Background: an optimization exercise with open tools, aiming at small area. Do not read the settings as production practice.
In this exercise RTL edits were held to simulation tests only and were not proved equivalent to the original.

**flow/design.v**
```verilog
package code_defs_pkg;
    typedef enum logic [1:0]
        { SYNC_DATA = 2'b10
        , SYNC_CTL = 2'b01
        } sync_t;
    typedef enum logic [7:0]
        { BT_IDLE = 8'h1e
        , BT_O4   = 8'h2d
        , BT_S4   = 8'h33
        , BT_O0S4 = 8'h66
        , BT_O0O4 = 8'h55
        , BT_S0   = 8'h78
        , BT_O0   = 8'h4b
        , BT_T0   = 8'h87
        , BT_T1   = 8'h99
        , BT_T2   = 8'haa
        , BT_T3   = 8'hb4
        , BT_T4   = 8'hcc
        , BT_T5   = 8'hd2
        , BT_T6   = 8'he1
        , BT_T7   = 8'hff
        } block_type_t;
    typedef enum logic [6:0]
        { CC_IDLE = 7'b00
        , CC_LPI = 7'h06
        , CC_ERROR = 7'h1e
        , CC_RES0 = 7'h2d
        , CC_RES1 = 7'h33
        , CC_RES2 = 7'h4b
        , CC_RES3 = 7'h55
        , CC_RES4 = 7'h66
        , CC_RES5 = 7'h78
        } control_code_t;
    typedef enum logic [3:0]
        { OC_SEQ = 4'h0
        , OC_SIG = 4'hf
        } o_code_t;
    typedef enum logic [7:0]
        { RS_IDLE = 8'h07
        , RS_LPI = 8'h06
        , RS_START = 8'hfb
        , RS_TERM = 8'hfd
        , RS_ERROR = 8'hfe
        , RS_OSEQ = 8'h9c
        , RS_RES0 = 8'h1c
        , RS_RES1 = 8'h3c
        , RS_RES2 = 8'h7c
        , RS_RES3 = 8'hbc
        , RS_RES4 = 8'hdc
        , RS_RES5 = 8'hf7
        , RS_OSIG = 8'h5c
        } rs_code_t;
    typedef enum logic [7:0]
        { MAC_PRE = 8'h55
        , MAC_SFD = 8'hd5
        } mac_code_t;
    function automatic logic [7:0] control_to_rs_code(logic [6:0] icode);
        case (icode)
            CC_IDLE:    control_to_rs_code = RS_IDLE;
            CC_LPI:     control_to_rs_code = RS_LPI;
            CC_ERROR:   control_to_rs_code = RS_ERROR;
            CC_RES0:    control_to_rs_code = RS_RES0;
            CC_RES1:    control_to_rs_code = RS_RES1;
            CC_RES2:    control_to_rs_code = RS_RES2;
            CC_RES3:    control_to_rs_code = RS_RES3;
            CC_RES4:    control_to_rs_code = RS_RES4;
            CC_RES5:    control_to_rs_code = RS_RES5;
            default: begin
                control_to_rs_code = RS_IDLE;
            end
        endcase
    endfunction
    function automatic logic [3:0] rs_to_cc_ocode (input logic [7:0] rs_code);
        rs_to_cc_ocode = rs_code == RS_OSEQ ? OC_SEQ : OC_SIG;
    endfunction
    function automatic logic [7:0] cc_to_rs_ocode (input logic [3:0] cc_ocode);
        cc_to_rs_ocode = cc_ocode == OC_SEQ ? RS_OSEQ : RS_OSIG;
    endfunction
endpackage
`timescale 1ns/1ps
`default_nettype none
module slicing_crc (
    input wire i_clk,
    input wire i_init,
    input wire i_en,
    input wire [31:0] i_data,
    output wire [31:0] o_crc_next
);
    logic [31:0] crc_reg;
    function automatic logic [31:0] crc_word(input logic [31:0] x);
        logic [31:0] c;
        c = x;
        for (int b = 0; b < 32; b++) begin
            c = c[0] ? ((c >> 1) ^ 32'hEDB88320) : (c >> 1);
        end
        crc_word = c;
    endfunction
    assign o_crc_next = crc_word(crc_reg ^ i_data);
    always_ff @(posedge i_clk)
    if (i_init) begin
        crc_reg <= 32'hFFFFFFFF;
    end else if (i_en) begin
        crc_reg <= o_crc_next;
    end
endmodule
`timescale 1ns/1ps
`default_nettype none
module scrambler #(
    parameter bit DESCRAMBLE = 0,
    localparam int DATA_WIDTH = 32
) (
    input wire i_clk,
    input wire i_reset,
    input wire i_init_done,
    input wire i_pause,
    input wire [DATA_WIDTH-1:0] i_data,
    output wire [DATA_WIDTH-1:0] o_data
);
    /*verilator lint_off UNUSED*/
    logic[127:0] scrambler_data;
    /*verilator lint_on UNUSED*/
    logic [127:0] next_scrambler_data;
    logic [95:0] next_scrambler_data_split;
    always_ff @(posedge i_clk) begin
        if (i_reset || !i_init_done) begin
            scrambler_data <= '1;
        end
        else if (!i_pause) begin
            scrambler_data <= next_scrambler_data;
        end
    end
    assign next_scrambler_data_split = {scrambler_data[DATA_WIDTH +: 128 - DATA_WIDTH]};
    assign next_scrambler_data = DESCRAMBLE ? {i_data, next_scrambler_data_split} :
                                                {o_data, next_scrambler_data_split};
    generate
        for (genvar gi = 0; gi < DATA_WIDTH; gi++) begin: l_assign_odata
            assign o_data[gi] = next_scrambler_data_split[(64-DATA_WIDTH) + 6+gi] ^ next_scrambler_data_split[(64-DATA_WIDTH) + 25+gi] ^ i_data[gi];
        end
    endgenerate
endmodule
`timescale 1ns/1ps
`default_nettype none
module rx_gearbox #(
    parameter bit REGISTER_OUTPUT = 1,
    localparam int DATA_WIDTH = 32,
    localparam int HEADER_WIDTH = 2,
    localparam int SEQUENCE_WIDTH = 6
) (
    input wire i_clk,
    input wire i_reset,
    input wire [DATA_WIDTH-1:0] i_data,
    input wire i_slip,
    output logic [DATA_WIDTH-1:0] o_data,
    output logic [HEADER_WIDTH-1:0] o_header,
    output logic o_data_valid,
    output logic o_header_valid
);
    logic [SEQUENCE_WIDTH-1:0] gearbox_seq;
    logic half_slip;
    always_ff @(posedge i_clk)
    if (i_reset) begin
        gearbox_seq <= '0;
        half_slip <= '0;
    end else begin
        if (!i_slip) begin
            gearbox_seq <= gearbox_seq < 32 ? gearbox_seq + 1 : '0;
        end
        if (i_slip) begin
            half_slip <= ~half_slip;
        end
    end
    logic [DATA_WIDTH-1:0] prev;
    logic prev2_msb;
    always_ff @(posedge i_clk)
    if (!i_slip) begin
        prev <= i_data;
        prev2_msb <= prev[DATA_WIDTH-1];
    end
    wire frame_word;
    wire [64:0] window;
    logic [4:0] start;
    wire [33:0] slice;
    assign frame_word = (half_slip) ? !gearbox_seq[0] && gearbox_seq != SEQUENCE_WIDTH'(32) :
                                      !gearbox_seq[0];
    always_comb begin
        logic [5:0] s1;
        s1 = half_slip ? gearbox_seq + 6'd1 : gearbox_seq - 6'd1;
        start = {s1[4:1], !half_slip};
    end
    assign window = {i_data, prev, prev2_msb};
    assign slice = 34'(window >> start);
    wire odata_valid_int;
    wire oheader_valid_int;
    assign odata_valid_int = half_slip ? gearbox_seq != 31 : gearbox_seq != 0;
    assign oheader_valid_int = !frame_word && odata_valid_int;
    always_ff @(posedge i_clk)
    if (i_reset) begin
        o_data_valid <= '0;
        o_header <= '0;
        o_header_valid <= '0;
    end else begin
        o_data_valid <= odata_valid_int;
        o_header <= (oheader_valid_int) ? slice[1:0] : o_header;
        o_header_valid <= oheader_valid_int;
    end
    always_ff @(posedge i_clk)
        o_data <= slice[33:2];
endmodule
`timescale 1ns/1ps
`default_nettype none
module lock_state(
    input wire i_clk,
    input wire i_reset,
    input wire [1:0] i_header,
    input wire i_valid,
    output wire o_slip
);
    typedef enum logic[2:0] { LOCK_INIT = 3'd0, RESET_CNT = 3'd1, TEST_SH = 3'd2,
        VALID_SH = 3'd4, INVALID_SH = 3'd5, SLIP = 3'd3} lock_state_t;
    lock_state_t state, next_state;
    logic [6:0] sh_cnt;
    logic [4:0] sh_invalid_cnt;
    wire sh_valid;
    wire cnt_64, inv_16, inv_zero;
    assign sh_valid = (i_header[1] ^ i_header[0]);
    assign o_slip = (state == SLIP);
    assign cnt_64 = sh_cnt[6];
    assign inv_16 = sh_invalid_cnt[4];
    assign inv_zero = sh_invalid_cnt == 0;
    always_ff @(posedge i_clk) begin
        if (i_reset) begin
            state <= LOCK_INIT;
        end else begin
            state <= next_state;
        end
    end
    always_comb begin
        case (state)
            LOCK_INIT: next_state = RESET_CNT;
            RESET_CNT: next_state = TEST_SH;
            TEST_SH: next_state = sh_valid ? VALID_SH : INVALID_SH;
            VALID_SH: begin
                if (cnt_64) begin
                    next_state = inv_zero ? LOCK_INIT : RESET_CNT;
                end else begin
                    next_state = sh_valid ? VALID_SH : INVALID_SH;
                end
            end
            INVALID_SH: begin
                if (cnt_64 && !inv_16) begin
                    next_state = RESET_CNT;
                end else if (inv_16) begin
                    next_state = SLIP;
                end else begin
                    next_state = sh_valid ? VALID_SH : INVALID_SH;
                end
            end
            default: next_state = RESET_CNT;   
        endcase
    end
    always_ff @(posedge i_clk) begin
        if (state == RESET_CNT) begin
            sh_cnt <= 0;
            sh_invalid_cnt <= 0;
        end else if (state[2] && i_valid) begin
            sh_cnt <= sh_cnt + 1;
            if (state[0]) begin
                sh_invalid_cnt <= sh_invalid_cnt + 1;
            end
        end
    end
endmodule
`timescale 1ns/1ps
`default_nettype none
import code_defs_pkg::*;
module decoder #(
    localparam int DATA_WIDTH = 32,
    localparam int DATA_NBYTES = DATA_WIDTH / 8
) (
    input wire i_reset,
    input wire i_rxc,
    input wire [DATA_WIDTH-1:0] i_rxd,
    input wire [1:0] i_rx_header,
    input wire i_rx_data_valid,
    input wire i_rx_header_valid,
    output wire [DATA_WIDTH-1:0] o_rxd,
    output wire [DATA_NBYTES-1:0] o_rxctl
);
    logic [DATA_WIDTH-1:0] delayed_i_rxd;
    logic [31:0] upper_rxd;
    logic [3:0] upper_rxctl;
    wire [63:0] idata;
    wire output_decode_frame;
    logic [63:0] odata;
    logic [7:0] octl;
    assign idata = {i_rxd, delayed_i_rxd};
    assign output_decode_frame = !i_rx_header_valid && i_rx_data_valid;
    always_ff @(posedge i_rxc) begin
        if (i_rx_data_valid) begin
            delayed_i_rxd <= i_rxd;
        end
    end
    always_ff @(posedge i_rxc) begin
        if (i_reset) begin
            upper_rxctl <= '0;
        end else if (output_decode_frame) begin
            upper_rxctl <= octl[7:4];
        end
    end
    always_ff @(posedge i_rxc) begin
        if (output_decode_frame) begin
            upper_rxd <= odata[63:32];
        end
    end
    assign o_rxd = !output_decode_frame ? upper_rxd : odata[31:0];
    assign o_rxctl = !output_decode_frame ? upper_rxctl : octl[3:0];
    function automatic logic [7:0] cc_map(input logic [6:0] icode);
        case (icode)
            CC_IDLE:    cc_map = RS_IDLE;
            CC_LPI:     cc_map = RS_LPI;
            CC_ERROR:   cc_map = RS_ERROR;
            CC_RES0:    cc_map = RS_RES0;
            CC_RES1:    cc_map = RS_RES1;
            CC_RES2:    cc_map = RS_RES2;
            CC_RES3:    cc_map = RS_RES3;
            CC_RES4:    cc_map = RS_RES4;
            CC_RES5:    cc_map = RS_RES5;
            default:    cc_map = RS_IDLE;
        endcase
    endfunction
    wire is_data = i_rx_header == SYNC_DATA;
    wire [7:0] bt = idata[7:0];
    wire t_idle = !is_data && bt == BT_IDLE;
    wire t_o4   = !is_data && bt == BT_O4;
    wire t_s4   = !is_data && bt == BT_S4;
    wire t_o0s4 = !is_data && bt == BT_O0S4;
    wire t_o0o4 = !is_data && bt == BT_O0O4;
    wire t_s0   = !is_data && bt == BT_S0;
    wire t_o0   = !is_data && bt == BT_O0;
    wire [7:0] t_term;    
    assign t_term[0] = !is_data && bt == BT_T0;
    assign t_term[1] = !is_data && bt == BT_T1;
    assign t_term[2] = !is_data && bt == BT_T2;
    assign t_term[3] = !is_data && bt == BT_T3;
    assign t_term[4] = !is_data && bt == BT_T4;
    assign t_term[5] = !is_data && bt == BT_T5;
    assign t_term[6] = !is_data && bt == BT_T6;
    assign t_term[7] = !is_data && bt == BT_T7;
    wire t_known = is_data | t_idle | t_o4 | t_s4 | t_o0s4 | t_o0o4 | t_s0 | t_o0 | (|t_term);
    wire [7:0] oc_a = idata[35:32] == OC_SEQ ? RS_OSEQ : RS_OSIG;
    wire [7:0] oc_b = idata[39:36] == OC_SEQ ? RS_OSEQ : RS_OSIG;
    always_comb begin
        for (int j = 0; j < 8; j++) begin
            logic s_raw, s_shf, s_map, s_fb, s_fd, s_oca, s_ocb, s_ctl;
            logic [7:0] raw, shf;
            raw = idata[8*j +: 8];
            shf = (j < 7) ? idata[8*j+8 +: 8] : 8'h00;
            s_raw = is_data || (j >= 1 && j != 4 && (t_o0s4 || t_o0o4 || t_o0)) ||
                    (j >= 5 && (t_o4 || t_s4)) || (j >= 1 && t_s0);
            s_shf = 1'b0;
            s_fd = 1'b0;
            s_map = t_idle || (j < 4 && (t_o4 || t_s4)) || (j >= 4 && t_o0);
            for (int n = 0; n < 8; n++) begin
                if (j < n) s_shf = s_shf || t_term[n];
                if (j == n) s_fd = s_fd || t_term[n];
                if (j > n) s_map = s_map || t_term[n];
            end
            s_fb = (j == 4 && (t_s4 || t_o0s4)) || (j == 0 && t_s0);
            s_oca = (j == 0 && (t_o0s4 || t_o0)) || (j == 4 && t_o0o4);
            s_ocb = (j == 4 && t_o4) || (j == 0 && t_o0o4);
            s_ctl = !t_known || s_map || s_fb || s_fd || s_oca || s_ocb;
            odata[8*j +: 8] = ({8{s_raw}} & raw) | ({8{s_shf}} & shf) |
                              ({8{s_map}} & cc_map(idata[8 + 7*j +: 7])) |
                              ({8{s_fb}} & RS_START) | ({8{s_fd}} & RS_TERM) |
                              ({8{s_oca}} & oc_a) | ({8{s_ocb}} & oc_b) |
                              ({8{!t_known}} & RS_ERROR);
            octl[j] = s_ctl;
        end
    end
endmodule
`timescale 1ns/1ps
`default_nettype none
import code_defs_pkg::*;
module rx_mac #(
    localparam int DATA_WIDTH = 32,
    localparam int DATA_NBYTES = DATA_WIDTH / 8
) (
    input wire i_reset,
    input wire i_clk,
    input wire [DATA_WIDTH-1:0] i_xgmii_rxd,
    input wire [DATA_NBYTES-1:0] i_xgmii_rxc,
    input wire i_phy_rx_valid,
    output logic [DATA_WIDTH-1:0] m00_axis_tdata,
    output logic [DATA_NBYTES-1:0] m00_axis_tkeep,
    output logic m00_axis_tvalid,
    output logic m00_axis_tlast,
    output logic m00_axis_tuser
);
    logic in_frame;      
    logic next_in_frame;
    logic sfd_found_del;
    wire sfd_found;
    wire [DATA_NBYTES-1:0] term_loc;
    wire term_found;
    wire ctl_found;
    wire data_invalid;
    wire frame_end;
    logic [DATA_NBYTES-1:0] tkeep;
    logic fcs_ok;
    generate for (genvar gi = 0; gi < DATA_NBYTES; gi++) begin: l_term_loc
        assign term_loc[gi] = i_phy_rx_valid && i_xgmii_rxc[gi] && i_xgmii_rxd[gi*8 +: 8] == RS_TERM;
    end endgenerate
    assign term_found = |term_loc;
    assign ctl_found = |i_xgmii_rxc;
    assign data_invalid = (i_xgmii_rxc[3] && i_xgmii_rxd[31:24] == RS_ERROR) ||
                          (i_xgmii_rxc[2] && i_xgmii_rxd[23:16] == RS_ERROR) ||
                          (i_xgmii_rxc[1] && i_xgmii_rxd[15: 8] == RS_ERROR) ||
                          (i_xgmii_rxc[0] && i_xgmii_rxd[ 7: 0] == RS_ERROR);
    assign sfd_found = i_phy_rx_valid && (i_xgmii_rxd == {{3{8'h55}}, RS_START}) && (i_xgmii_rxc == 4'b1);
    assign frame_end = i_phy_rx_valid && ctl_found;
    assign next_in_frame = in_frame ? !frame_end : sfd_found;
    always_comb begin
        if (sfd_found_del) begin
            tkeep = 4'b0000;
        end else begin
            case (1'b1)
                term_loc[0]: tkeep = 4'b0000;
                term_loc[1]: tkeep = 4'b0001;
                term_loc[2]: tkeep = 4'b0011;
                term_loc[3]: tkeep = 4'b0111;
                default: tkeep = 4'b1111;
            endcase
        end
    end
    always_ff @(posedge i_clk)
    if (i_reset) begin
        in_frame <= 1'b0;
        m00_axis_tvalid <= 1'b0;
    end else begin
        in_frame <= next_in_frame;
        m00_axis_tvalid <= in_frame && i_phy_rx_valid && !data_invalid && !sfd_found_del;
    end
    always_ff @(posedge i_clk) begin
        m00_axis_tlast <= in_frame && frame_end;
        m00_axis_tuser <= in_frame && fcs_ok;
        if (i_phy_rx_valid) begin
            sfd_found_del <= sfd_found;
            m00_axis_tdata <= i_xgmii_rxd;
            m00_axis_tkeep <= in_frame ? tkeep : 4'b0000;
        end
    end
    wire [31:0] crc_word_next;
    slicing_crc u_rx_crc (
        .i_clk(i_clk),
        .i_init(!in_frame),
        .i_en(i_phy_rx_valid && m00_axis_tkeep[3]),
        .i_data(m00_axis_tdata),
        .o_crc_next(crc_word_next)
    );
    always_comb begin
        case (1'b1)
            term_loc[0]: fcs_ok = crc_word_next == 32'hDEBB20E3;
            term_loc[1]: fcs_ok = crc_word_next == ({24'd0, i_xgmii_rxd[7:0]} ^ 32'h00BE26ED);
            term_loc[2]: fcs_ok = crc_word_next == ({16'd0, i_xgmii_rxd[15:0]} ^ 32'hBE26ED00);
            term_loc[3]: fcs_ok = crc_word_next == ({8'd0, i_xgmii_rxd[23:0]} ^ 32'h2DFD1072);
            default: fcs_ok = 1'b0;
        endcase
    end
endmodule
`timescale 1ns/1ps
`default_nettype none
import code_defs_pkg::*;
module eth_rx (
    input wire i_clk,
    input wire i_reset,
    input wire [31:0] i_xver_rx_data,
    output logic [31:0] m00_axis_tdata,
    output logic [3:0] m00_axis_tkeep,
    output logic m00_axis_tvalid,
    output logic m00_axis_tlast,
    output logic m00_axis_tuser
);
    wire [31:0] rx_gearbox_data_out, rx_descrambled_data;
    wire [1:0] rx_header;
    wire rx_data_valid, rx_header_valid;
    wire rx_gearbox_slip;
    wire [31:0] rx_decoded_data;
    wire [3:0] rx_decoded_ctl;
    rx_gearbox #(.REGISTER_OUTPUT(1))
    u_rx_gearbox (
        .i_clk(i_clk),
        .i_reset(i_reset),
        .i_data(i_xver_rx_data),
        .i_slip(rx_gearbox_slip),
        .o_data(rx_gearbox_data_out),
        .o_header(rx_header),
        .o_data_valid(rx_data_valid),
        .o_header_valid(rx_header_valid)
    );
    lock_state u_lock_state(
        .i_clk(i_clk),
        .i_reset(i_reset),
        .i_header(rx_header),
        .i_valid(rx_header_valid),
        .o_slip(rx_gearbox_slip)
    );
    scrambler #(
        .DESCRAMBLE(1)
    ) u_descrambler(
        .i_clk(i_clk),
        .i_reset(i_reset),
        .i_init_done(!i_reset),
        .i_pause(!rx_data_valid),
        .i_data(rx_gearbox_data_out),
        .o_data(rx_descrambled_data)
    );
    decoder u_decoder(
        .i_reset(i_reset),
        .i_rxc(i_clk),
        .i_rxd(rx_descrambled_data),
        .i_rx_header(rx_header),
        .i_rx_data_valid(rx_data_valid),
        .i_rx_header_valid(rx_header_valid),
        .o_rxd(rx_decoded_data),
        .o_rxctl(rx_decoded_ctl)
    );
    logic [31:0] xgmii_rx_data;
    logic [3:0] xgmii_rx_ctl;
    logic phy_rx_valid;
    always_ff @(posedge i_clk)
    if (i_reset) begin
        phy_rx_valid <= '0;
    end else begin
        phy_rx_valid <= rx_data_valid;
    end
    always_ff @(posedge i_clk) begin
        xgmii_rx_data <= rx_decoded_data;
        xgmii_rx_ctl <= rx_decoded_ctl;
    end
    rx_mac u_rx (
        .i_reset(i_reset),
        .i_clk(i_clk),
        .i_xgmii_rxd(xgmii_rx_data),
        .i_xgmii_rxc(xgmii_rx_ctl),
        .i_phy_rx_valid(phy_rx_valid),
        .m00_axis_tdata(m00_axis_tdata),
        .m00_axis_tkeep(m00_axis_tkeep),
        .m00_axis_tvalid(m00_axis_tvalid),
        .m00_axis_tlast(m00_axis_tlast),
        .m00_axis_tuser(m00_axis_tuser)
    );
endmodule
```
**flow/run.sh**
```bash
#!/bin/bash
# synth_recipe.tcl (not shown) runs the flow's synth.tcl, then flattens the netlist and writes it again
# the make line also repeats each setting of config.mk as NAME=value (left out here)
make -C /OpenROAD-flow-scripts/flow DESIGN_CONFIG=/design/flow/config.mk WORK_HOME=/design/flow/orfs CLKGATE_MAP_FILE= SYNTH_SCRIPT=/design/flow/synth_recipe.tcl finish
```
**flow/config.mk**
```make
export PLATFORM = sky130hd
export DESIGN_NAME = eth_rx
export DESIGN_NICKNAME = eth_rx
export VERILOG_FILES = /design/flow/design.v
export SDC_FILE = /design/flow/constraint.sdc
export NUM_CORES = 4
export LEC_CHECK = 0
export CAP_MARGIN = 0
export CORE_MARGIN = 2
export CORE_UTILIZATION = 40
export CTS_BUF_LIST = sky130_fd_sc_hd__clkbuf_4
export SLEW_MARGIN = 0
```
**flow/constraint.sdc**
```tcl
create_clock -name core_clock -period 6.5 [get_ports {i_clk}]
set_input_delay 1.3000 -clock core_clock [delete_from_list [all_inputs] [get_ports {i_clk}]]
set_output_delay 1.3000 -clock core_clock [all_outputs]
set_load 0.01 [all_outputs]
```
==> flow_summary_export.csv, run 1 <==
group,metric,value,unit
route,first_iter_violations,1803,
worst_hold_path,hold_class,"reg -> reg",
final_layout,nFillCells,5063,
timing,setup_viol,0,
floorplanning,rows,84,
clocking,clkTransAtPathRegs,0.07,ns
timing,finalCritPeriodShare,0.770,
synthesis,async_reset_ff_frac,0,
final_layout,regArea,7890,sq um
clocking,cts_hold_buf,0,
clocking,cts_resized,0,
global_routing,grt_pass1_wl,104000,um
global_routing,overflow,0,
global_routing,antenna_found_initial,4,
timing,max_slew_margin,0.204,
route,wl_per_cell,22.6,um
setup_path,crit_arrival,5.76,ns
timing,skew,0.0828,ns
final_layout,mostFrequentLayoutCell,"nand2_1",
synthesis,synth_edf_count,134,
synthesis,ys_ff_latch,327,
clocking,h-tree-depth,3,
synthesis,synth_area,21400,sq um
final_layout,multi_input_area,12900,sq um
setup_path,cp-start-kind,"flip-flop",
status,outcome,"timing/DRC/antenna clean",
timing,fmax,200,MHz
timing,finalMaxSlewViolations,0,
timing,period_minus_slack,5.01,ns
floorplanning,coreArea,52800,sq um
timing,fin_setup_tns,0,ns
final_layout,top_register,"u_descrambler.scrambler_data",
placed_design,dp_cells,2897,
clocking,cts_sinks,327,
clocking,cts_tree,"built",
clocking,cts_made_buffers,92,
setup_path,critPathCaptureType,"flip-flop",
placed_design,place_congestion,0.955,
global_routing,grt_pass1_vias,17000,
route,drc,0,
floorplanning,die_x,235,um
synthesis,yosys_warnings,7,
synthesis,syn_inst,2229,
synthesis,synth_top_area_share,0.188,
synthesis,ys_seq_area_frac,0.368,
route,drtAntennaViolNets,0,
clocking,clock-root-buffer,"clkbuf_4",
timing,grt_setup_unrepaired,"false",
clocking,clock_latency,0.88,ns
timing,hold_viol,0,
route,wl,69200,um
route,vias,17700,
flow_run,maxCapViolCount,0,
clocking,cts_setup_buffers,0,
synthesis,ys_top_cells_by_area,"edfxtp_1, dfxtp_1, xnor2_1",
floorplanning,die_area,55400,sq um
synthesis,synth_cell_types,76,
global_routing,grt.total_usage,0.246,
final_layout,fin_nets,2349,
route,detailedRoute.firstPassIterationCount,6,
route,vias_per_cell,5.77,
synthesis,synth_flop_cell,"dfxtp_1",
final_layout,drive_gt1_frac,0.109,
setup_path,crit_fanout,7,
synthesis,postSynthAreaPerCell,9.61,sq um
placed_design,dp_hpwl,52400,um
setup_path,required,7.25,ns
floorplanning,fp.dieH,235,um
final_layout,largest_reg_flops,58,
timing,worst_pin_slew,1.19,ns
final_layout,final_cell_mix,"nand2_1, xnor2_1, dfxtp_1",
floorplanning,top_level_ports,73,
floorplanning,initial_core_util,0.406,
global_routing,grt_max_degree,85,
synthesis,syn_nets,2275,
synthesis,synth_top_area_cell,"edfxtp_1",
placed_design,portBuffers,72,
final_layout,stdcell_count,3067,
placed_design,dpl_worst_slack,1.62,ns
clocking,cts_buffer_depth,3,
setup_path,path_class,"reg -> reg",
timing,worst_slack,1.49,ns
final_layout,syn_to_final_growth,11.9,%
[routing by layer]
layer / routed length (um) / GRT usage / vias to the layer above / part of all wire
li1: - / - / 8287 / -
met1: 29000 / 0.320 / 8556 / 0.42
met2: 33300 / 0.411 / 734 / 0.48
met3: 4660 / 0.0450 / 123 / 0.067
met4: 2260 / 0.0859 / 0 / 0.033
met5: 0 / 0 / - / 0
[cells by family (layout without fill, tap and decap cells)]
logic type / Yosys count / in the layout / share of synthesized area
AO/OA/AOI/OAI: 441 / 441 / 0.137
XOR/XNOR: 375 / 375 / 0.214
adder cells (fa/ha/maj): 12 / 12 / 0.00736
buffers and inverters: 169 / 316 / 0.0298
flip-flops: 327 / 327 / 0.368
multiplexers: 90 / 90 / 0.0593
other: 0 / 3 / 0
AND/OR/NAND/NOR: 815 / 815 / 0.184
[final cells by class]
| cell class | count | share of cell area |
|---|---|---|
| clock inverters | 42 | 0.00888 |
| diodes | 3 | 0.000313 |
| well taps | 688 | 0.0359 |
| inverters | 54 | 0.00857 |
| clock buffers | 125 | 0.0392 |
| flip-flops and latches | 327 | 0.330 |
| multi-input cells | 1733 | 0.541 |
| repair buffers | 95 | 0.0371 |
[critical path, stage by stage (launching register included)]
cell      delay [ns]
edfxtp_1        0.43
xnor2_2         0.58
xor3_1          0.65
xnor3_1         0.39
xnor3_1         0.51
xnor3_1         0.58
xnor3_1         0.48
xor2_1          0.15
or4b_1          0.52
nor4b_1         0.34
a22oi_1         0.11
o32ai_1         0.12
[synthesized netlist by cell type (12+ instances only)]
master / instances
nand2_1: 299
xnor2_1: 196
dfxtp_1: 193
nor2_1: 151
edfxtp_1: 134
o21ai_0: 119
clkbuf_1: 94
nand3_1: 92
nor2b_1: 89
a21oi_1: 83
xor2_1: 78
a211o_1: 60
xnor3_1: 58
mux2i_1: 56
inv_1: 48
o211ai_1: 42
nor3_1: 33
nand4_1: 31
mux4_2: 29
a31oi_1: 27
nor4_1: 23
buf_1: 20
a221oi_1: 19
xnor2_2: 16
a22oi_1: 14
nand2b_1: 13
and3_1: 12
[per-stage QoR]
stage               hold slack (ns)  instance area, sq um   util
floorplan                     0.408                 21400      -
global placement              0.435                 22800  0.432
detailed placement            0.441                 22800  0.432
CTS                           0.421                 23900  0.454
global route                  0.459                 24000  0.454
finish                        0.441                 24000  0.454
[final timing paths]
check,from,end,slack [ns],depth (start not counted)
min reg2reg,xgmii_rx_data[22],u_rx.m00_axis_tdata[22],0.44,0
max,u_rx.m00_axis_tdata[6],u_rx.m00_axis_tuser,1.49,11
max reg2reg,u_rx.m00_axis_tdata[6],u_rx.m00_axis_tuser,1.49,11
min,xgmii_rx_data[22],u_rx.m00_axis_tdata[22],0.44,0
==> inputs of run 2 (changes only) <==
==> flow/config.mk (replaced) <==
export PLATFORM = sky130hd
export DESIGN_NAME = eth_rx
export DESIGN_NICKNAME = eth_rx
export VERILOG_FILES = /design/flow/design.v
export SDC_FILE = /design/flow/constraint.sdc
export NUM_CORES = 4
export LEC_CHECK = 0
export CAP_MARGIN = 20
export CORE_MARGIN = 2
export CORE_UTILIZATION = 40
export SLEW_MARGIN = 20
==> flow_summary_export.csv, run 2 <==
group,metric,value,unit
status,outcome,"timing/DRC/antenna clean",
clocking,cts_hold_buf,0,
placed_design,place_congestion,0.955,
synthesis,ys_ff_latch,327,
clocking,clock-root-buffer,"clkbuf_16",
timing,setup_viol,0,
timing,skew,0.0204,ns
timing,finalCritPeriodShare,0.758,
final_layout,final_cell_mix,"nand2_1, xnor2_1, dfxtp_1",
timing,fin_setup_tns,0,ns
global_routing,grt_max_degree,85,
placed_design,dpl_cell_area,22800,sq um
setup_path,worst-path-buf-inv,0,
final_layout,top_register,"u_descrambler.scrambler_data",
final_layout,drive_gt1_frac,0.0832,
clocking,cts_resized,0,
setup_path,worst_path_most_repeated_cell,"xnor3_1",
synthesis,synth_top_area_share,0.188,
synthesis,ys_top_cells_by_area,"edfxtp_1, dfxtp_1, xnor2_1",
synthesis,syn_inst,2229,
timing,grt_setup_unrepaired,"false",
floorplanning,die_area,55400,sq um
synthesis,synth_cell_types,76,
timing,finalMaxSlewViolations,0,
timing,fmax,203,MHz
final_layout,antennaDiodeCount,0,
route,detailedRoute.firstPassIterationCount,7,
global_routing,grt_pass1_wl,103000,um
synthesis,postSynthAreaPerCell,9.61,sq um
floorplanning,coreArea,52800,sq um
setup_path,crit_chain,"xnor2_2 > xor3_1 > xnor3_1 > xnor3_1 > xnor3_1 > xnor3_1 > xor2_1 > or4b_1 > nor4b_1 > a22oi_1 > o32ai_1",
timing,worst_pin_slew,1.12,ns
setup_path,crit_slowest_cell,"xor3_1",
timing,max_slew_margin,0.246,
synthesis,ys_top_cells_by_count,"nand2_1, xnor2_1, dfxtp_1",
final_layout,mostFrequentLayoutCell,"nand2_1",
final_layout,fin_nets,2297,
worst_hold_path,hold_class,"reg -> reg",
floorplanning,initial_core_util,0.406,
route,drtAntennaViolNets,0,
synthesis,ys_seq_area_frac,0.368,
final_layout,largest_reg_flops,58,
final_layout,design_area,24200,sq um
route,wl_per_cell,23.2,um
floorplanning,top_level_ports,73,
global_routing,grt_pass1_vias,16500,
setup_path,slowest_delay,0.65,ns
setup_path,crit_fanout,7,
route,first_iter_violations,1846,
synthesis,synth_flop_cell,"dfxtp_1",
floorplanning,die_x,235,um
setup_path,critPathCaptureType,"flip-flop",
global_routing,antenna_found_initial,0,
clocking,cts_setup_buffers,0,
synthesis,synth_top_area_cell,"edfxtp_1",
flow_run,maxCapViolCount,0,
synthesis,syn_nets,2275,
setup_path,critPathTopFamily,"XOR/XNOR gates",
timing,hold_viol,0,
placed_design,dp_hpwl,52400,um
synthesis,synth_edf_count,134,
setup_path,required,6.96,ns
synthesis,yosysMostFrequentCell,"nand2_1",
synthesis,async_reset_ff_frac,0,
final_layout,nFillCells,5001,
floorplanning,fp.dieH,235,um
synthesis,yosys_warnings,7,
synthesis,synth_area,21400,sq um
setup_path,crit_arrival,5.39,ns
setup_path,cp-start-kind,"flip-flop",
global_routing,overflow,0,
clocking,cts_tree,"built",
route,wl,68900,um
clocking,clkTransAtPathRegs,0.06,ns
global_routing,grt.total_usage,0.243,
clocking,cts_buffer_depth,3,
clocking,cts_sinks,327,
route,drc,0,
floorplanning,rows,84,
route,vias,17400,
route,vias_per_cell,5.85,
clocking,clock_latency,0.57,ns
clocking,cts_made_buffers,40,
clocking,h-tree-depth,2,
final_layout,syn_to_final_growth,12.9,%
placed_design,portBuffers,72,
timing,period_minus_slack,4.93,ns
setup_path,path_class,"reg -> reg",
==> run 2: cell counts after synthesis <==
Identical to the previous run, type by type.
==> run 2: kinds of logic (layout without fill, tap and decap cells) <==
group	after synthesis	after routing	synth area share
buf+inv	169	223	0.0298
compound gates	441	441	0.137
xor+xnor	375	375	0.214
mux	90	90	0.0593
simple gates	815	815	0.184
flops	327	327	0.368
fa+ha+maj	12	12	0.00736
==> run 2: routing by layer <==
metal  up-vias  GRT usage  part of all wire
met5         -          0                 0
met4         0     0.0757             0.030
met3       115     0.0330             0.074
met2       754      0.408              0.48
met1      8384      0.325              0.42
li1       8117          -                 -
==> run 2: layout make-up <==
type                       instances  area, sq um  share of cell area
clock buffer                      57         1230              0.0509
clock inverter                    17          149             0.00616
sequential                       327         7890               0.326
timing repair buffer              95          888              0.0367
inverter                          54          205             0.00849
multi-input combinational       1733        13000               0.536
tap                              688          861              0.0356
==> run 2: worst register-to-register path, delay by kind of cell (launching register included) <==
family	cells	cell delay, ns
AOI/OAI and AO/OA	2	0.23
xor gates and xnor gates	7	3.35
DFF	1	0.42
and+or+nand+nor	2	0.85
==> run 2: worst paths after layout <==
path / endpoint / depth (start not counted) / slack [ns] / start
max: u_rx.m00_axis_tuser / 11 / 1.57 / u_rx.m00_axis_tdata[6]
min: u_descrambler.scrambler_data[95] / 1 / 0.45 / u_descrambler.scrambler_data[127]
max reg2reg: u_rx.m00_axis_tuser / 11 / 1.57 / u_rx.m00_axis_tdata[6]
min reg2reg: u_descrambler.scrambler_data[95] / 1 / 0.45 / u_descrambler.scrambler_data[127]
==> run 2: through the flow <==
stage	worst slack, ns	util	hold slack (ns)	std cells
2_1_floorplan	2.12	-	0.408	2229
3_3_place_gp	1.62	0.432	0.435	2897
3_5_place_dp	1.62	0.432	0.441	2897
4_1_cts	1.58	0.458	0.456	2971
5_1_grt	1.37	0.458	0.463	2971
6_report	1.57	0.458	0.446	2971
==> inputs of run 3 (changes only) <==
--- a/flow/design.v
+++ b/flow/design.v
@@ -87,15 +87,111 @@
     output wire [31:0] o_crc_next
 );
     logic [31:0] crc_reg;
-    function automatic logic [31:0] crc_word(input logic [31:0] x);
-        logic [31:0] c;
-        c = x;
-        for (int b = 0; b < 32; b++) begin
-            c = c[0] ? ((c >> 1) ^ 32'hEDB88320) : (c >> 1);
-        end
-        crc_word = c;
-    endfunction
-    assign o_crc_next = crc_word(crc_reg ^ i_data);
+    wire [31:0] x;
+    assign x = crc_reg ^ i_data;
+    wire t0 = x[0] ^ x[22];
+    wire t1 = x[2] ^ x[7];
+    wire t2 = x[3] ^ x[21];
+    wire t3 = x[4] ^ t0;
+    wire t4 = x[1] ^ x[23];
+    wire t5 = x[16] ^ x[28];
+    wire t6 = x[10] ^ x[26];
+    wire t7 = x[11] ^ x[25];
+    wire t8 = x[5] ^ x[31];
+    wire t9 = x[14] ^ x[30];
+    wire t10 = x[17] ^ x[29];
+    wire t11 = x[6] ^ x[9];
+    wire t12 = x[19] ^ x[27];
+    wire t13 = x[15] ^ x[24];
+    wire t14 = x[5] ^ x[8];
+    wire t15 = x[20] ^ t1;
+    wire t16 = x[13] ^ x[18];
+    wire t17 = x[24] ^ x[27];
+    wire t18 = x[0] ^ x[12];
+    wire t19 = x[15] ^ t8;
+    wire t20 = x[23] ^ t5;
+    wire t21 = x[7] ^ x[25];
+    wire t22 = t1 ^ t2;
+    wire t23 = x[4] ^ x[11];
+    wire t24 = t7 ^ t11;
+    wire t25 = t3 ^ t9;
+    wire t26 = x[26] ^ t16;
+    wire t27 = x[12] ^ x[18];
+    wire t28 = t4 ^ t6;
+    wire t29 = x[8] ^ t3;
+    wire t30 = t2 ^ t10;
+    wire t31 = x[29] ^ t12;
+    wire t32 = x[3] ^ x[10];
+    wire t33 = t11 ^ t13;
+    wire t34 = x[9] ^ x[14];
+    wire t35 = x[30] ^ t26;
+    wire t36 = t14 ^ t17;
+    wire t37 = x[2] ^ x[20];
+    wire t38 = x[31] ^ t6;
+    wire t39 = x[6] ^ t4;
+    wire t40 = t9 ^ t13;
+    wire t41 = x[13] ^ t18;
+    wire t42 = t15 ^ t39;
+    wire t43 = t20 ^ t33;
+    wire t44 = t7 ^ t27;
+    wire t45 = x[25] ^ x[28];
+    wire t46 = t24 ^ t28;
+    wire t47 = x[2] ^ t19;
+    wire t48 = x[3] ^ x[7];
+    wire t49 = t16 ^ t21;
+    wire t50 = t15 ^ t23;
+    wire t51 = x[17] ^ t29;
+    wire t52 = x[4] ^ x[19];
+    wire t53 = x[6] ^ t25;
+    wire t54 = t10 ^ t37;
+    wire t55 = t12 ^ t28;
+    wire t56 = x[28] ^ t2;
+    wire t57 = x[3] ^ x[26];
+    wire t58 = x[30] ^ t17;
+    wire t59 = x[20] ^ x[31];
+    wire t60 = t18 ^ t30;
+    wire t61 = x[12] ^ t36;
+    wire t62 = x[16] ^ t25;
+    wire t63 = x[24] ^ t14;
+    wire t64 = t22 ^ t38;
+    wire t65 = x[8] ^ t56;
+    wire t66 = x[12] ^ x[13];
+    wire t67 = t0 ^ t10;
+    wire t68 = x[13] ^ t23;
+    wire t69 = x[19] ^ t19;
+    wire t70 = t1 ^ t34;
+    assign o_crc_next[0] = x[16] ^ t29 ^ t42 ^ t57;
+    assign o_crc_next[1] = x[4] ^ x[9] ^ x[17] ^ t4 ^ t22 ^ t36;
+    assign o_crc_next[2] = x[2] ^ x[18] ^ t3 ^ t11 ^ t32 ^ t45 ^ t63;
+    assign o_crc_next[3] = x[5] ^ x[29] ^ t46 ^ t48 ^ t52;
+    assign o_crc_next[4] = x[6] ^ x[30] ^ t6 ^ t50 ^ t61;
+    assign o_crc_next[5] = x[7] ^ x[27] ^ t8 ^ t24 ^ t41 ^ t65;
+    assign o_crc_next[6] = x[29] ^ t20 ^ t32 ^ t34 ^ t37 ^ t41;
+    assign o_crc_next[7] = x[1] ^ x[10] ^ t30 ^ t40 ^ t68;
+    assign o_crc_next[8] = t44 ^ t47 ^ t62;
+    assign o_crc_next[9] = t15 ^ t51 ^ t66 ^ t69;
+    assign o_crc_next[10] = x[5] ^ x[21] ^ t3 ^ t26 ^ t70;
+    assign o_crc_next[11] = x[14] ^ x[15] ^ x[22] ^ t12 ^ t14 ^ t32 ^ t39;
+    assign o_crc_next[12] = t43 ^ t50;
+    assign o_crc_next[13] = x[10] ^ x[16] ^ t21 ^ t60 ^ t63;
+    assign o_crc_next[14] = x[1] ^ t24 ^ t35 ^ t51;
+    assign o_crc_next[15] = t8 ^ t27 ^ t55 ^ t70;
+    assign o_crc_next[16] = x[7] ^ x[22] ^ t5 ^ t13 ^ t55 ^ t68;
+    assign o_crc_next[17] = x[14] ^ t7 ^ t20 ^ t54 ^ t61;
+    assign o_crc_next[18] = t33 ^ t35 ^ t45 ^ t60;
+    assign o_crc_next[19] = x[1] ^ t31 ^ t38 ^ t49 ^ t62;
+    assign o_crc_next[20] = x[11] ^ x[17] ^ t5 ^ t12 ^ t19 ^ t48 ^ t53;
+    assign o_crc_next[21] = x[28] ^ t27 ^ t47 ^ t57 ^ t67;
+    assign o_crc_next[22] = x[8] ^ x[22] ^ t15 ^ t31 ^ t35;
+    assign o_crc_next[23] = x[0] ^ x[9] ^ x[23] ^ t9 ^ t12 ^ t59 ^ t65;
+    assign o_crc_next[24] = x[8] ^ x[29] ^ t43 ^ t64;
+    assign o_crc_next[25] = t46 ^ t54 ^ t58;
+    assign o_crc_next[26] = x[28] ^ t44 ^ t58 ^ t64;
+    assign o_crc_next[27] = x[31] ^ t5 ^ t7 ^ t31 ^ t41 ^ t42;
+    assign o_crc_next[28] = x[21] ^ x[24] ^ t10 ^ t20 ^ t53 ^ t66;
+    assign o_crc_next[29] = t4 ^ t8 ^ t40 ^ t49 ^ t67;
+    assign o_crc_next[30] = x[3] ^ x[18] ^ x[22] ^ t21 ^ t40 ^ t52 ^ t59;
+    assign o_crc_next[31] = x[1] ^ x[6] ^ x[25] ^ t0 ^ t22 ^ t69;
     always_ff @(posedge i_clk)
     if (i_init) begin
         crc_reg <= 32'hFFFFFFFF;
@@ -153,7 +249,8 @@
     output logic [DATA_WIDTH-1:0] o_data,
     output logic [HEADER_WIDTH-1:0] o_header,
     output logic o_data_valid,
-    output logic o_header_valid
+    output logic o_header_valid,
+    output wire o_next_second_word    
 );
     logic [SEQUENCE_WIDTH-1:0] gearbox_seq;
     logic half_slip;
@@ -193,6 +290,7 @@
     wire oheader_valid_int;
     assign odata_valid_int = half_slip ? gearbox_seq != 31 : gearbox_seq != 0;
     assign oheader_valid_int = !frame_word && odata_valid_int;
+    assign o_next_second_word = odata_valid_int && frame_word;
     always_ff @(posedge i_clk)
     if (i_reset) begin
         o_data_valid <= '0;
@@ -283,37 +381,37 @@
     input wire [1:0] i_rx_header,
     input wire i_rx_data_valid,
     input wire i_rx_header_valid,
+    input wire i_next_decode,      
     output wire [DATA_WIDTH-1:0] o_rxd,
     output wire [DATA_NBYTES-1:0] o_rxctl
 );
-    logic [DATA_WIDTH-1:0] delayed_i_rxd;
-    logic [31:0] upper_rxd;
-    logic [3:0] upper_rxctl;
-    wire [63:0] idata;
+    logic [DATA_WIDTH-1:0] rxd_q;
+    logic [1:0] hdr_q;
+    logic [7:0] bt_q;
     wire output_decode_frame;
-    logic [63:0] odata;
-    logic [7:0] octl;
-    assign idata = {i_rxd, delayed_i_rxd};
+    wire [71:0] dec_lo, dec_hi;
     assign output_decode_frame = !i_rx_header_valid && i_rx_data_valid;
     always_ff @(posedge i_rxc) begin
-        if (i_rx_data_valid) begin
-            delayed_i_rxd <= i_rxd;
+        if (i_rx_data_valid && (output_decode_frame || i_next_decode)) begin
+            rxd_q <= i_rxd;
         end
     end
     always_ff @(posedge i_rxc) begin
         if (i_reset) begin
-            upper_rxctl <= '0;
+            hdr_q <= SYNC_DATA;
         end else if (output_decode_frame) begin
-            upper_rxctl <= octl[7:4];
+            hdr_q <= i_rx_header;
         end
     end
     always_ff @(posedge i_rxc) begin
         if (output_decode_frame) begin
-            upper_rxd <= odata[63:32];
+            bt_q <= rxd_q[7:0];
         end
     end
-    assign o_rxd = !output_decode_frame ? upper_rxd : odata[31:0];
-    assign o_rxctl = !output_decode_frame ? upper_rxctl : octl[3:0];
+    assign dec_lo = decode_frame({i_rxd, rxd_q}, i_rx_header);
+    assign dec_hi = decode_frame({rxd_q, 24'd0, bt_q}, hdr_q);
+    assign o_rxd = output_decode_frame ? dec_lo[8 +: 32] : dec_hi[40 +: 32];
+    assign o_rxctl = output_decode_frame ? dec_lo[0 +: 4] : dec_hi[4 +: 4];
     function automatic logic [7:0] cc_map(input logic [6:0] icode);
         case (icode)
             CC_IDLE:    cc_map = RS_IDLE;
@@ -328,35 +426,39 @@
             default:    cc_map = RS_IDLE;
         endcase
     endfunction
-    wire is_data = i_rx_header == SYNC_DATA;
-    wire [7:0] bt = idata[7:0];
-    wire t_idle = !is_data && bt == BT_IDLE;
-    wire t_o4   = !is_data && bt == BT_O4;
-    wire t_s4   = !is_data && bt == BT_S4;
-    wire t_o0s4 = !is_data && bt == BT_O0S4;
-    wire t_o0o4 = !is_data && bt == BT_O0O4;
-    wire t_s0   = !is_data && bt == BT_S0;
-    wire t_o0   = !is_data && bt == BT_O0;
-    wire [7:0] t_term;    
-    assign t_term[0] = !is_data && bt == BT_T0;
-    assign t_term[1] = !is_data && bt == BT_T1;
-    assign t_term[2] = !is_data && bt == BT_T2;
-    assign t_term[3] = !is_data && bt == BT_T3;
-    assign t_term[4] = !is_data && bt == BT_T4;
-    assign t_term[5] = !is_data && bt == BT_T5;
-    assign t_term[6] = !is_data && bt == BT_T6;
-    assign t_term[7] = !is_data && bt == BT_T7;
-    wire t_known = is_data | t_idle | t_o4 | t_s4 | t_o0s4 | t_o0o4 | t_s0 | t_o0 | (|t_term);
-    wire [7:0] oc_a = idata[35:32] == OC_SEQ ? RS_OSEQ : RS_OSIG;
-    wire [7:0] oc_b = idata[39:36] == OC_SEQ ? RS_OSEQ : RS_OSIG;
-    always_comb begin
+    function automatic logic [71:0] decode_frame(input logic [63:0] idata, input logic [1:0] iheader);
+        logic [63:0] odata;
+        logic [7:0] octl;
+        logic is_data, t_idle, t_o4, t_s4, t_o0s4, t_o0o4, t_s0, t_o0, t_known;
+        logic [7:0] t_term;    
+        logic [7:0] bt, oc_a, oc_b;
+        is_data = iheader == SYNC_DATA;
+        bt = idata[7:0];
+        t_idle = !is_data && bt == BT_IDLE;
+        t_o4   = !is_data && bt == BT_O4;
+        t_s4   = !is_data && bt == BT_S4;
+        t_o0s4 = !is_data && bt == BT_O0S4;
+        t_o0o4 = !is_data && bt == BT_O0O4;
+        t_s0   = !is_data && bt == BT_S0;
+        t_o0   = !is_data && bt == BT_O0;
+        t_term[0] = !is_data && bt == BT_T0;
+        t_term[1] = !is_data && bt == BT_T1;
+        t_term[2] = !is_data && bt == BT_T2;
+        t_term[3] = !is_data && bt == BT_T3;
+        t_term[4] = !is_data && bt == BT_T4;
+        t_term[5] = !is_data && bt == BT_T5;
+        t_term[6] = !is_data && bt == BT_T6;
+        t_term[7] = !is_data && bt == BT_T7;
+        t_known = is_data | t_idle | t_o4 | t_s4 | t_o0s4 | t_o0o4 | t_s0 | t_o0 | (|t_term);
+        oc_a = idata[35:32] == OC_SEQ ? RS_OSEQ : RS_OSIG;
+        oc_b = idata[39:36] == OC_SEQ ? RS_OSEQ : RS_OSIG;
         for (int j = 0; j < 8; j++) begin
-            logic s_raw, s_shf, s_map, s_fb, s_fd, s_oca, s_ocb, s_ctl;
+            logic s_raw, s_shf, s_map, s_fb, s_fd, s_oca, s_ocb;
             logic [7:0] raw, shf;
             raw = idata[8*j +: 8];
             shf = (j < 7) ? idata[8*j+8 +: 8] : 8'h00;
-            s_raw = is_data || (j >= 1 && j != 4 && (t_o0s4 || t_o0o4 || t_o0)) ||
-                    (j >= 5 && (t_o4 || t_s4)) || (j >= 1 && t_s0);
+            s_raw = is_data || (j >= 1 && j <= 3 && (t_o0s4 || t_o0o4 || t_o0)) ||
+                    (j >= 5 && (t_o4 || t_s4 || t_o0s4 || t_o0o4)) || (j >= 1 && t_s0);
             s_shf = 1'b0;
             s_fd = 1'b0;
             s_map = t_idle || (j < 4 && (t_o4 || t_s4)) || (j >= 4 && t_o0);
@@ -368,15 +470,15 @@
             s_fb = (j == 4 && (t_s4 || t_o0s4)) || (j == 0 && t_s0);
             s_oca = (j == 0 && (t_o0s4 || t_o0)) || (j == 4 && t_o0o4);
             s_ocb = (j == 4 && t_o4) || (j == 0 && t_o0o4);
-            s_ctl = !t_known || s_map || s_fb || s_fd || s_oca || s_ocb;
             odata[8*j +: 8] = ({8{s_raw}} & raw) | ({8{s_shf}} & shf) |
                               ({8{s_map}} & cc_map(idata[8 + 7*j +: 7])) |
                               ({8{s_fb}} & RS_START) | ({8{s_fd}} & RS_TERM) |
                               ({8{s_oca}} & oc_a) | ({8{s_ocb}} & oc_b) |
                               ({8{!t_known}} & RS_ERROR);
-            octl[j] = s_ctl;
+            octl[j] = !t_known || s_map || s_fb || s_fd || s_oca || s_ocb;
         end
-    end
+        decode_frame = {odata, octl};
+    endfunction
 endmodule
 `timescale 1ns/1ps
 `default_nettype none
@@ -482,7 +584,7 @@
 );
     wire [31:0] rx_gearbox_data_out, rx_descrambled_data;
     wire [1:0] rx_header;
-    wire rx_data_valid, rx_header_valid;
+    wire rx_data_valid, rx_header_valid, rx_next_second_word;
     wire rx_gearbox_slip;
     wire [31:0] rx_decoded_data;
     wire [3:0] rx_decoded_ctl;
@@ -495,7 +597,8 @@
         .o_data(rx_gearbox_data_out),
         .o_header(rx_header),
         .o_data_valid(rx_data_valid),
-        .o_header_valid(rx_header_valid)
+        .o_header_valid(rx_header_valid),
+        .o_next_second_word(rx_next_second_word)
     );
     lock_state u_lock_state(
         .i_clk(i_clk),
@@ -521,6 +624,7 @@
         .i_rx_header(rx_header),
         .i_rx_data_valid(rx_data_valid),
         .i_rx_header_valid(rx_header_valid),
+        .i_next_decode(rx_next_second_word),
         .o_rxd(rx_decoded_data),
         .o_rxctl(rx_decoded_ctl)
     );
--- a/flow/config.mk
+++ b/flow/config.mk
@@ -5,7 +5,8 @@
 export SDC_FILE = /design/flow/constraint.sdc
 export NUM_CORES = 4
 export LEC_CHECK = 0
-export CAP_MARGIN = 20
+export CAP_MARGIN = 0
 export CORE_MARGIN = 2
 export CORE_UTILIZATION = 40
-export SLEW_MARGIN = 20
+export CTS_BUF_LIST = sky130_fd_sc_hd__clkbuf_4
+export SLEW_MARGIN = 0
==> flow_summary_export.csv, run 3 <==
group,metric,value,unit
global_routing,grt.total_usage,0.239,
clocking,cts_setup_buffers,0,
setup_path,required,7.11,ns
timing,holdWs,0.435,ns
global_routing,top_usage_layer,"met2",
floorplanning,coreArea,49200,sq um
route,wl_per_cell,21.5,um
clocking,cts_made_buffers,84,
timing,setup_viol,0,
route,drc,0,
synthesis,synth_top_area_cell,"dfxtp_1",
global_routing,use_met2,0.392,
setup_path,crit_arrival,4.58,ns
clocking,cts_sinks,301,
setup_path,crit_path_start,"u_rx_gearbox.half_slip",
timing,grt_setup_unrepaired,"false",
flow_run,maxCapViolCount,0,
clocking,cts_tree,"built",
placed_design,dpl_cell_area,21200,sq um
final_layout,final_cell_mix,"nand2_1, dfxtp_1, xnor2_1",
timing,skew,0.0553,ns
placed_design,portBuffers,72,
clocking,cts_hold_buf,0,
final_layout,syn_to_final_growth,11.7,%
final_layout,drive_gt1_frac,0.107,
setup_path,reg2reg_depth,6,
placed_design,dp_hpwl,45900,um
global_routing,grt_use_met1,0.311,
synthesis,syn_inst,2111,
route,drtAntennaViolNets,0,
worst_hold_path,hold_path.startpoint,"u_descrambler.scrambler_data[123]",
global_routing,grt_max_degree,73,
setup_path,crit_fanout,69,
setup_path,reg2reg_from,"u_rx_gearbox.half_slip",
floorplanning,initial_core_util,0.407,
global_routing,grt_pass1_vias,16000,
route,first_iter_violations,1731,
timing,finalCritPeriodShare,0.611,
final_layout,largest_reg_flops,58,
synthesis,ys_top_cells_by_count,"nand2_1, dfxtp_1, xnor2_1",
setup_path,worst-path-stages,6,
clocking,cts_buffer_depth,3,
synthesis,yosysMostFrequentCell,"nand2_1",
final_layout,regArea,7140,sq um
timing,fin_setup_tns,0,ns
floorplanning,die_area,51800,sq um
final_layout,mostFrequentLayoutCell,"nand2_1",
final_layout,fin_nets,2189,
floorplanning,fp.dieH,228,um
setup_path,worst-path-buf-inv,0,
timing,finalMaxSlewViolations,0,
synthesis,synth_flop_cell,"dfxtp_1",
timing,worst_pin_slew,1.14,ns
setup_path,slowest_delay,1.58,ns
timing,max_slew_margin,0.240,
synthesis,synth_edf_count,110,
route,detailedRoute.firstPassIterationCount,7,
setup_path,cp-start-kind,"flip-flop",
setup_path,critPathCaptureType,"flip-flop",
synthesis,ys_ff_latch,301,
setup_path,crit_slowest_cell,"fa_4",
synthesis,yosys_warnings,7,
floorplanning,rows,81,
final_layout,design_area,22300,sq um
route,vias_per_cell,5.82,
placed_design,place_congestion,1.03,
final_layout,top_register,"u_descrambler.scrambler_data",
status,outcome,"timing/DRC/antenna clean",
timing,hold_viol,0,
worst_hold_path,whs_path_depth,1,
synthesis,async_reset_ff_frac,0,
setup_path,critPathTopFamily,"adder cells",
setup_path,crit_chain,"fa_4 > mux2_2 > o21ai_0 > o21ai_0 > o21ai_0 > o21ai_0",
clocking,h-tree-depth,3,
synthesis,ys_top_cells_by_area,"dfxtp_1, edfxtp_1, xnor2_1",
final_layout,multi_input_area,12300,sq um
floorplanning,die_x,228,um
synthesis,syn_nets,2155,
clocking,clock_latency,0.82,ns
route,wl,61700,um
timing,fmax,252,MHz
clocking,cts_resized,0,
clocking,clock-root-buffer,"clkbuf_4",
synthesis,ys_seq_area_frac,0.356,
timing,period_minus_slack,3.97,ns
final_layout,nFillCells,4733,
global_routing,use_met3,0.0419,
global_routing,grt_pass1_wl,94600,um
worst_hold_path,hold_class,"reg -> reg",
synthesis,synth_top_area_share,0.191,
global_routing,overflow,0,
floorplanning,top_level_ports,73,
setup_path,path_class,"reg -> reg",
synthesis,postSynthAreaPerCell,9.48,sq um
global_routing,antenna_found_initial,1,
route,vias,16700,
synthesis,synth_cell_types,80,
setup_path,worst_path_most_repeated_cell,"o21ai_0",
clocking,clkTransAtPathRegs,0.06,ns
synthesis,synth_area,20000,sq um
[run 3: cell types whose count changed after synthesis, sizes merged, moves of 15 or more]
cell,before,now
nor2,151,124
clkbuf,94,122
xnor3,66,51
inv,49,32
xor2,85,53
edfxtp,134,110
xnor2,218,188
o21ai,119,95
[run 3: metal layers]
metal | wire length, um | vias up
li1 | - | 7865
met1 | 25900 | 7998
met2 | 29100 | 730
met3 | 4190 | 152
met4 | 2480 | 0
met5 | 0 | -
[run 3: logic make-up after synthesis]
family	synth area share
AOI/OAI and AO/OA	0.150
xor gates and xnor gates	0.187
adders and majority gates	0.00663
buffers and inverters	0.0319
DFF	0.356
muxes	0.0652
and+or+nand+nor	0.203
[run 3: worst paths after layout]
path	slack (ns)	end
setup / recovery	2.53	u_rx_gearbox.o_data[31]
hold / removal	0.44	u_descrambler.scrambler_data[91]
setup reg to reg	2.53	u_rx_gearbox.o_data[31]
hold reg to reg	0.44	u_descrambler.scrambler_data[91]
[run 3: worst register-to-register path, stage by stage, from the launching register on]
cell and delay (ns):
dfxtp_4 0.59, fa_4 1.59, mux2_2 0.49, o21ai_0 0.24, o21ai_0 0.16, o21ai_0 0.53, o21ai_0 0.22
[run 3: stage by stage]
stage | std cells | util | setup slack [ns]
after floorplan | 2111 | - | 1.42
after global placement | 2723 | 0.432 | 2.49
after detailed placement | 2723 | 0.432 | 2.44
after CTS | 2874 | 0.455 | 2.45
after global routing | 2875 | 0.455 | 2.25
final | 2875 | 0.455 | 2.53
[run 3: final cells by class]
class / instances / area share
sequential: 301 / 0.319
tap: 664 / 0.0372
antenna: 1 / 0.000112
multi-input combinational: 1640 / 0.551
clock buffer: 122 / 0.0410
inverter: 32 / 0.00538
clock inverter: 29 / 0.00930
timing repair buffer: 86 / 0.0367

-- static timing again, ports no longer ideal --
Ports are ideal in the flow. The routed layouts listed here were re-timed in OpenROAD.
Step 1 (the two cells are an assumption about what drives the block):
set clk [get_ports {i_clk}]
set_driving_cell -lib_cell sky130_fd_sc_hd__clkbuf_16 $clk
set_driving_cell -lib_cell sky130_fd_sc_hd__buf_2 [delete_from_list [all_inputs] $clk]
Step 2, shift: input delay + t, output delay - t, t = (earliest + latest rising clock arrival at the registers) / 2. This alone moves slack from input paths to output paths.
Slacks: ideal / step 1 / step 2; pairs: ideal / step 1.
| run | shift t [ns] | slack for setup (ns) | worst hold slack (ns) | clock arrival spread, ns | slew at the worst register clock pin (ns) |
|---|---|---|---|---|---|
| run 1 | 0.887 | 1.492 / 1.492 / 1.492 | 0.441 / 0.441 / 0.441 | 0.084 / 0.084 | 0.07 / 0.07 |
| run 2 | 0.617 | 1.573 / 1.573 / 1.573 | 0.446 / 0.446 / 0.446 | 0.027 / 0.027 | 0.07 / 0.07 |
| run 3 | 0.841 | 2.526 / 2.526 / 2.526 | 0.435 / 0.435 / 0.435 | 0.062 / 0.063 | 0.08 / 0.08 |
After both steps setup and hold are still met in every run listed.
